From an optimization exercise on the open Yosys and OpenROAD flow, aimed at small area; shortcuts taken in it are not production practice. Function was checked by simulation only, so behaviour that the tests miss may differ from the original. Power and IR drop assume default switching activity.

<file path="run.sh">
#!/bin/bash
# synth_recipe.tcl (not shown) runs the flow's synth.tcl, then flattens the netlist and writes it again
# the make line also repeats each setting of config.mk as NAME=value (left out here)
make -C /OpenROAD-flow-scripts/flow DESIGN_CONFIG=/design/flow/config.mk WORK_HOME=/design/flow/orfs CLKGATE_MAP_FILE= SYNTH_SCRIPT=/design/flow/synth_recipe.tcl finish
</file>
<file path="config.mk">
export PLATFORM = sky130hd
export DESIGN_NAME = seven_seg_demo
export DESIGN_NICKNAME = seven_seg_demo
export VERILOG_FILES = /design/flow/design.v
export SDC_FILE = /design/flow/constraint.sdc
export NUM_CORES = 4
export LEC_CHECK = 0
export CAP_MARGIN = 20
export CORE_MARGIN = 2
export CORE_UTILIZATION = 40
export SLEW_MARGIN = 20
</file>
<file path="constraint.sdc">
create_clock -name core_clock -period 10.0 [get_ports {CLK}]
set_input_delay 2.0000 -clock core_clock [delete_from_list [all_inputs] [get_ports {CLK}]]
set_output_delay 2.0000 -clock core_clock [all_outputs]
set_load 0.01 [all_outputs]
</file>
<file path="design.v">
`timescale 1ns / 1ps
module ascii_convert(
input      [7:0] asciiIn,
output reg [7:0] segmentOut
 );
always @ (*)
begin
	case(asciiIn)
		"0" : segmentOut = 8'b11000000;  
		"1" : segmentOut = 8'b11001111;  
		"2" : segmentOut = 8'b10100100;  
		"3" : segmentOut = 8'b10110000;  
		"4" : segmentOut = 8'b10011001;  
		"5" : segmentOut = 8'b10010010;  
		"6" : segmentOut = 8'b10000011;  
		"7" : segmentOut = 8'b11111000;  
		"8" : segmentOut = 8'b10000000;  
		"9" : segmentOut = 8'b10011000;  
		"A" : segmentOut = 8'b10001000;  
		"B" : segmentOut = 8'b10000011;  
		"C" : segmentOut = 8'b11000110;  
		"D" : segmentOut = 8'b10100001;  
		"E" : segmentOut = 8'b10000110;  
		"F" : segmentOut = 8'b10001110;  
		default : segmentOut = 8'b11111111;  
	endcase
end
endmodule
`timescale 1ns / 1ps
module ascii_to_7seg(
input [7:0] asciiOne,
input [7:0] asciiTwo,
input [7:0] asciiThree,
input [7:0] asciiFour,
output [7:0] sevenSegOne,
output [7:0] sevenSegTwo,
output [7:0] sevenSegThree,
output [7:0] sevenSegFour
    );
ascii_convert asciiOneConvert(
.asciiIn(asciiOne),
.segmentOut(sevenSegOne)
);
ascii_convert asciiTwoConvert(
.asciiIn(asciiTwo),
.segmentOut(sevenSegTwo)
);
ascii_convert asciiThreeConvert(
.asciiIn(asciiThree),
.segmentOut(sevenSegThree)
);
ascii_convert asciiFourConvert(
.asciiIn(asciiFour),
.segmentOut(sevenSegFour)
);
endmodule
`timescale 1ns / 1ps
module digit_driver(
        input CLK,
        input RESET,
        input [31:0] cyclesPerStrobe,
        input [7:0] digitOne,
        input [7:0] digitTwo,
        input [7:0] digitThree,
        input [7:0] digitFour,
        output reg [6:0] SegOut,
        output [3:0] AnOut,
        output reg DpOut
);
reg [3:0] an_inverted;
assign AnOut = ~an_inverted;
reg [31:0] ticker;
reg tickerClock;
wire tickerRise = (ticker >= cyclesPerStrobe);
always @ (posedge CLK or posedge RESET)
begin
    if(RESET)
        begin
            ticker <= 0;
            tickerClock <= 0;
        end
    else if(tickerRise)  
        begin
            ticker <= 0;
            tickerClock <= 1;
        end
        else
        begin
            ticker <= ticker + 1;
            tickerClock <= 0;	
        end
end
always @ (posedge CLK or posedge RESET)
begin
    if(RESET)
    begin
        an_inverted <= 4'b0;
    end
    else if(tickerRise)
    begin
    if(an_inverted == 4'b0)
    begin
        an_inverted <= 4'b0001;
    end
    else if(an_inverted >= 4'b1000)
    begin
        an_inverted <= 4'b0001;
    end
    else
    begin
        an_inverted <= an_inverted << 1;
    end
    end
end
always @ (posedge CLK or posedge RESET)
begin
    if(RESET)
    begin
        SegOut <= 7'b1111111;
        DpOut <= 1'b1;
    end
    else if(tickerClock)
    begin
	case(an_inverted)
        4'b1000:
        begin
            SegOut <= digitOne[6:0];  
				DpOut <= digitOne[7];
        end
        4'b0100:
        begin
            SegOut <= digitTwo[6:0];  
				DpOut <= digitTwo[7];
        end
        4'b0010:
        begin
            SegOut <= digitThree[6:0];  
				DpOut <= digitThree[7];
        end
        4'b0001:
        begin
            SegOut <= digitFour[6:0];  
				DpOut <= digitFour[7];
        end
        default:
        begin
            SegOut <= 7'b1111111; 
        end
    endcase
    end
end
endmodule
`timescale 1ns / 1ps
module digit_scroll(
	input CLK,
	input [31:0] cyclesPerStrobe,
	input RESET,
	output reg [7:0] asciiOne,
	output reg [7:0] asciiTwo,
	output reg [7:0] asciiThree,
	output reg [7:0] asciiFour
);
localparam STRING_TO_DISPLAY = "0123456789ABCDEF ";
localparam STRING_LENGTH = 17;
reg [(8*STRING_LENGTH)-1:0] stringvar;
reg [31:0] ticker;
reg tickerClock;
wire tickerRise = (ticker >= cyclesPerStrobe);
always @ (posedge CLK or posedge RESET)
begin
    if(RESET)
        begin
            ticker <= 0;
            tickerClock <= 0;
        end
    else if(tickerRise)  
        begin
            ticker <= 0;
            tickerClock <= 1;
        end
        else
        begin
            ticker <= ticker + 1;
            tickerClock <= 0;	
        end
end
always @ (posedge CLK or posedge RESET)
begin
	if(RESET)
	begin
		stringvar  <= STRING_TO_DISPLAY;
	   asciiOne   <= 8'b11111111;
		asciiTwo   <= 8'b11111111;
		asciiThree <= 8'b11111111;
		asciiFour  <= 8'b11111111;
	end
	else if(tickerRise)
	begin
		asciiOne   <= asciiTwo;
		asciiTwo   <= asciiThree;
		asciiThree <= asciiFour;
		asciiFour  <= stringvar[7:0]; 
		stringvar <= stringvar << 8;
		stringvar[7:0] <= stringvar[(8*STRING_LENGTH)-1:(8*STRING_LENGTH)-8];
	end
end
endmodule
`timescale 1ns / 1ps
module seven_seg_demo(     
input CLK,
input btn,
output [6:0] seg,
output [3:0] an,
output dp
);    
wire [7:0] sevenSegOne;
wire [7:0] sevenSegTwo;
wire [7:0] sevenSegThree;
wire [7:0] sevenSegFour;
wire [7:0] asciiOneWire;
wire [7:0] asciiTwoWire;
wire [7:0] asciiThreeWire;
wire [7:0] asciiFourWire;
digit_scroll digit_scroll(
	.CLK(CLK),
	.RESET(btn),
	.cyclesPerStrobe(40000),
	.asciiOne(asciiOneWire),
	.asciiTwo(asciiTwoWire),
	.asciiThree(asciiThreeWire),
	.asciiFour(asciiFourWire)
);
ascii_to_7seg ascii_to_7seg(
	.asciiOne(asciiOneWire),
	.asciiTwo(asciiTwoWire),
	.asciiThree(asciiThreeWire),
	.asciiFour(asciiFourWire),
	.sevenSegOne(sevenSegOne),
	.sevenSegTwo(sevenSegTwo),
	.sevenSegThree(sevenSegThree),
	.sevenSegFour(sevenSegFour)
);
digit_driver digit_driver(
	.CLK(CLK),
	.RESET(btn),
	.cyclesPerStrobe(50),
	.digitOne(sevenSegOne),
	.digitTwo(sevenSegTwo),
	.digitThree(sevenSegThree),
	.digitFour(sevenSegFour),
	.SegOut(seg),
	.AnOut(an),
	.DpOut(dp)
);
endmodule
</file>
==> impl_metrics.sql <==
INSERT INTO impl_metrics (metric_group, metric, value, unit) VALUES
('global_route', 'grt.total_usage', '14.67', '%'),
('logic_synthesis', 'synth.avg_cell_area', '9.128', 'µm²'),
('timing', 'rsz0062_at_grt', 'false', ''),
('logic_synthesis', 'netlist.area_leader.share', '37.36', '%'),
('clocking', 'cts_tree', 'built', ''),
('logic_synthesis', 'yosysSeqAreaShare', '58.25', '%'),
('logic_synthesis', 'syn_area', '10310', 'µm²'),
('worst_hold_path', 'min_path_type', 'flop to flop', ''),
('timing', 'worst_slew_pin_slew', '0.9944', 'ns'),
('logic_synthesis', 'synth-warning-count', '3', ''),
('clocking', 'cts_hold_repair.buffers', '0', ''),
('logic_synthesis', 'netlist.top_cell.by_area', 'dfrtp_1', ''),
('floorplanning', 'count_of_pins_on_the_block_boundary', '14', ''),
('clocking', 'max-clock-path-buffers', '3', ''),
('timing', 'skew', '0.008707', 'ns'),
('logic_synthesis', 'synth.cells.most_frequent', '482 x nand2_1, 154 x dfrtp_1, 82 x dfstp_2, 61 x nor2_1, 44 x clkbuf_1', ''),
('floorplanning', 'starting_density', '40.84', '%'),
('route', 'overall_via_count_from_detail_route', '7357', ''),
('setup_path', 'cp.arrival', '1.67', 'ns'),
('route', 'ant_nets', '0', ''),
('timing', 'report.final.hold_viol_count', '0', ''),
('setup_path', 'cp_max_fo', '8', ''),
('setup_path', 'path_cells', 'inv_1, clkdlybuf4s50_1', ''),
('layout', 'post-route-cell-area', '11640', 'µm²'),
('global_route', 'grt_max_degree', '103', ''),
('pwr', 'power-per-cell-area', '166.6', 'nW/µm²'),
('route', 'wirelength', '18960', 'µm'),
('clocking', 'clock_latency', '0.52', 'ns'),
('layout', 'post_route_cells_drive_above_1_share', '12.67', '%'),
('layout', 'finalCoreUtilization', '46.09', '%'),
('timing', 'final_min_period_over_clock_period', '36.68', '%'),
('place', 'routabilityCongestion', '0.8574', ''),
('clocking', 'clock_sinks', '236', ''),
('clocking', 'cts-buffers-inserted', '26', ''),
('setup_path', 'worst_path_largest_cell_delay', '0.54', 'ns'),
('timing', 'setup_tns', '0', 'ns'),
('floorplanning', 'rows', '58', ''),
('global_route', 'grt_overflow_total', '0', ''),
('floorplanning', 'dieArea', '27090', 'µm²'),
('clocking', 'clockRootBuffer', 'clkbuf_16', ''),
('timing', 'max_freq', '0.2726', 'GHz'),
('clocking', 'reg_clk_slew_reported_paths', '0.06', 'ns'),
('global_route', 'antenna_found_initial', '0', ''),
('clocking', 'clock_tree.htree_level_count', '1', ''),
('timing', 'slew-limit-headroom', '33.71', '%'),
('route', 'drt_drc_violations_left', '0', ''),
('clocking', 'cts.repair_timing.setup_buffer_count', '0', ''),
('logic_synthesis', 'synthTopCellsByArea', 'dfrtp_1 37%, dfstp_2 21%, nand2_1 18%, nor2_1 2.2%, a21oi_1 1.7%', ''),
('floorplanning', 'die_w', '164.6', 'µm'),
('logic_synthesis', 'async_reset_ff_share', '100.0', '%'),
('floorplanning', 'coreArea', '25250', 'µm²'),
('logic_synthesis', 'synth_most_common_cell', 'nand2_1', ''),
('route', 'avgViaCountPerCell', '4.911', ''),
('layout', 'final_nets', '1154', ''),
('timing', 'period_minus_slack', '3.668', 'ns'),
('layout', 'areaGrowthSynthToFinish', '12.83', '%'),
('place', 'numPortBuffers', '12', ''),
('logic_synthesis', 'ys_ff_latch', '236', ''),
('timing', 'setup_violations', '0', ''),
('floorplanning', 'fp.dieH', '164.6', 'µm'),
('logic_synthesis', 'count_of_flip_flops_with_a_built_in_enable_after_synthesis', '0', ''),
('outcome', 'status', 'no timing/DRC/antenna violations', ''),
('layout', 'n_antenna_cell', '0', ''),
('timing', 'final_max_slew_viol_count', '0', ''),
('logic_synthesis', 'synth_ff_type', 'dfrtp_1', ''),
('route', 'first_iter_violations', '608', ''),
('setup_path', 'worst-endpoint-required', '8.00', 'ns'),
('place', 'dpl-instance-area', '10760', 'µm²'),
('layout', 'fillers', '2413', ''),
('route', 'drt-wirelength-per-cell', '12.65', 'µm'),
('job', 'timing.max_cap.violations', '0', '');
final cells by class:
cell class,count,area [µm²],share of cell area (%)
clock inverters,8,71.32,0.6128
inverters,14,60.06,0.5160
clock buffers,40,804.5,6.912
multi-input cells,853,4124,35.43
flip-flops and latches,236,6008,51.62
well taps,330,412.9,3.548
repair buffers,17,157.7,1.355
cells in the final DEF (no fill, tap or decap), drive strengths merged, types with 10 or more instances in the layout:
cell type,n
nor2,61
clkdlybuf4s50,12
conb,43
clkbuf,40
nand2,482
dfstp,82
inv,14
nand3,14
nor4,12
nor3,14
xor2,10
o21ai,32
nand2b,10
a31oi,12
dfrtp,154
a21oi,35
per-layer routing:
metal  part of all wire [%]  track usage (%)
met1                     49            20.51
met2                     46            23.93
met3                    3.2            2.511
met4                    1.6            3.518
met5                      0                0
worst paths after layout:
path / from / end / slack, ns / cells after the start
min in group asynchronous: btn / digit_scroll.ticker[8]$_DFF_PP0_ / 2.00 / 2
min reg2reg: digit_scroll.stringvar[117]$_DFFE_PP1N_ / digit_scroll.stringvar[117]$_DFFE_PP1N_ / 0.45 / 2
min: digit_scroll.stringvar[117]$_DFFE_PP1N_ / digit_scroll.stringvar[117]$_DFFE_PP1N_ / 0.45 / 2
max: digit_driver.an_inverted[3]$_DFFE_PP0N_ / an[3] / 6.33 / 2
max in group asynchronous: btn / digit_scroll.stringvar[34]$_DFFE_PP0N_ / 6.66 / 3
max reg2reg: digit_scroll.ticker[8]$_DFF_PP0_ / digit_scroll.asciiFour[7]$_DFFE_PP1N_ / 7.03 / 6
state kept, by name, indices dropped and copies added, names as in the netlist:
register                  count
digit_scroll.ticker          32
digit_driver.an_inverted      4
digit_scroll.stringvar      134
digit_scroll.asciiThree       8
digit_scroll.asciiTwo         6
digit_driver.ticker          32
digit_driver.tickerClock      1
digit_scroll.asciiOne         7
digit_driver.SegOut           7
digit_scroll.asciiFour        5
logic make-up after synthesis:
group	synth area share, %
AO/OA/AOI/OAI	8.976
adder cells (fa/ha/maj)	0.7764
multiplexers	0.2911
other	0.07281
AND/OR/NAND/NOR	26.83
XOR/XNOR	1.359
flip-flops	58.25
buffers and inverters	3.445
where the power goes:
group	internal, mW	switching (mW)	leakage, nW
registers	0.966	0.00224	2.89
logic	0.00155	0.0199	2.14
clock network	0.578	0.372	0.434
total	1.55	0.394	5.47
worst max-delay path, delay by kind of cell (launching register included):
kind	cells	cell delay (ns)
buffers and inverters	2	0.68
flip-flops	1	0.47
metrics by stage:
stage,setup slack (ns),std cells,hold slack (ns)
detailed placement,5.979,1450,0.4452
global placement,6.002,1450,0.4415
finish,6.332,1498,0.4487
global route,6.257,1498,0.4651
CTS,6.303,1498,0.4534
floorplan,1.661,1171,0.4346

==> static timing again, ports no longer ideal <==
Ports are ideal in the flow. The routed layout listed here was re-timed in OpenROAD.
Step 1: set_driving_cell puts a clkbuf_16 on CLK and a buf_2 on each other input, an assumption about the parent block.
Step 2 times the ports against the registers' clock, not the clock port: input delays grow and output delays shrink by t, the midpoint of the rising clock arrivals with the driver on.
a / b / c = no drivers / after step 1 / after step 2; a / b = the first two.
t (ns): 0.559
slack for setup (ns): 6.332 / 6.286 / 6.120
latest minus earliest clock arrival (ns): 0.010 / 0.010
worst slew at a driven data input, ns: 0.03
After both steps this run still meets setup and hold. For this run, drivers alone change the setup slack by -0.046 ns; drivers and shift together by -0.212 ns. Setup slack includes reset recovery checks.
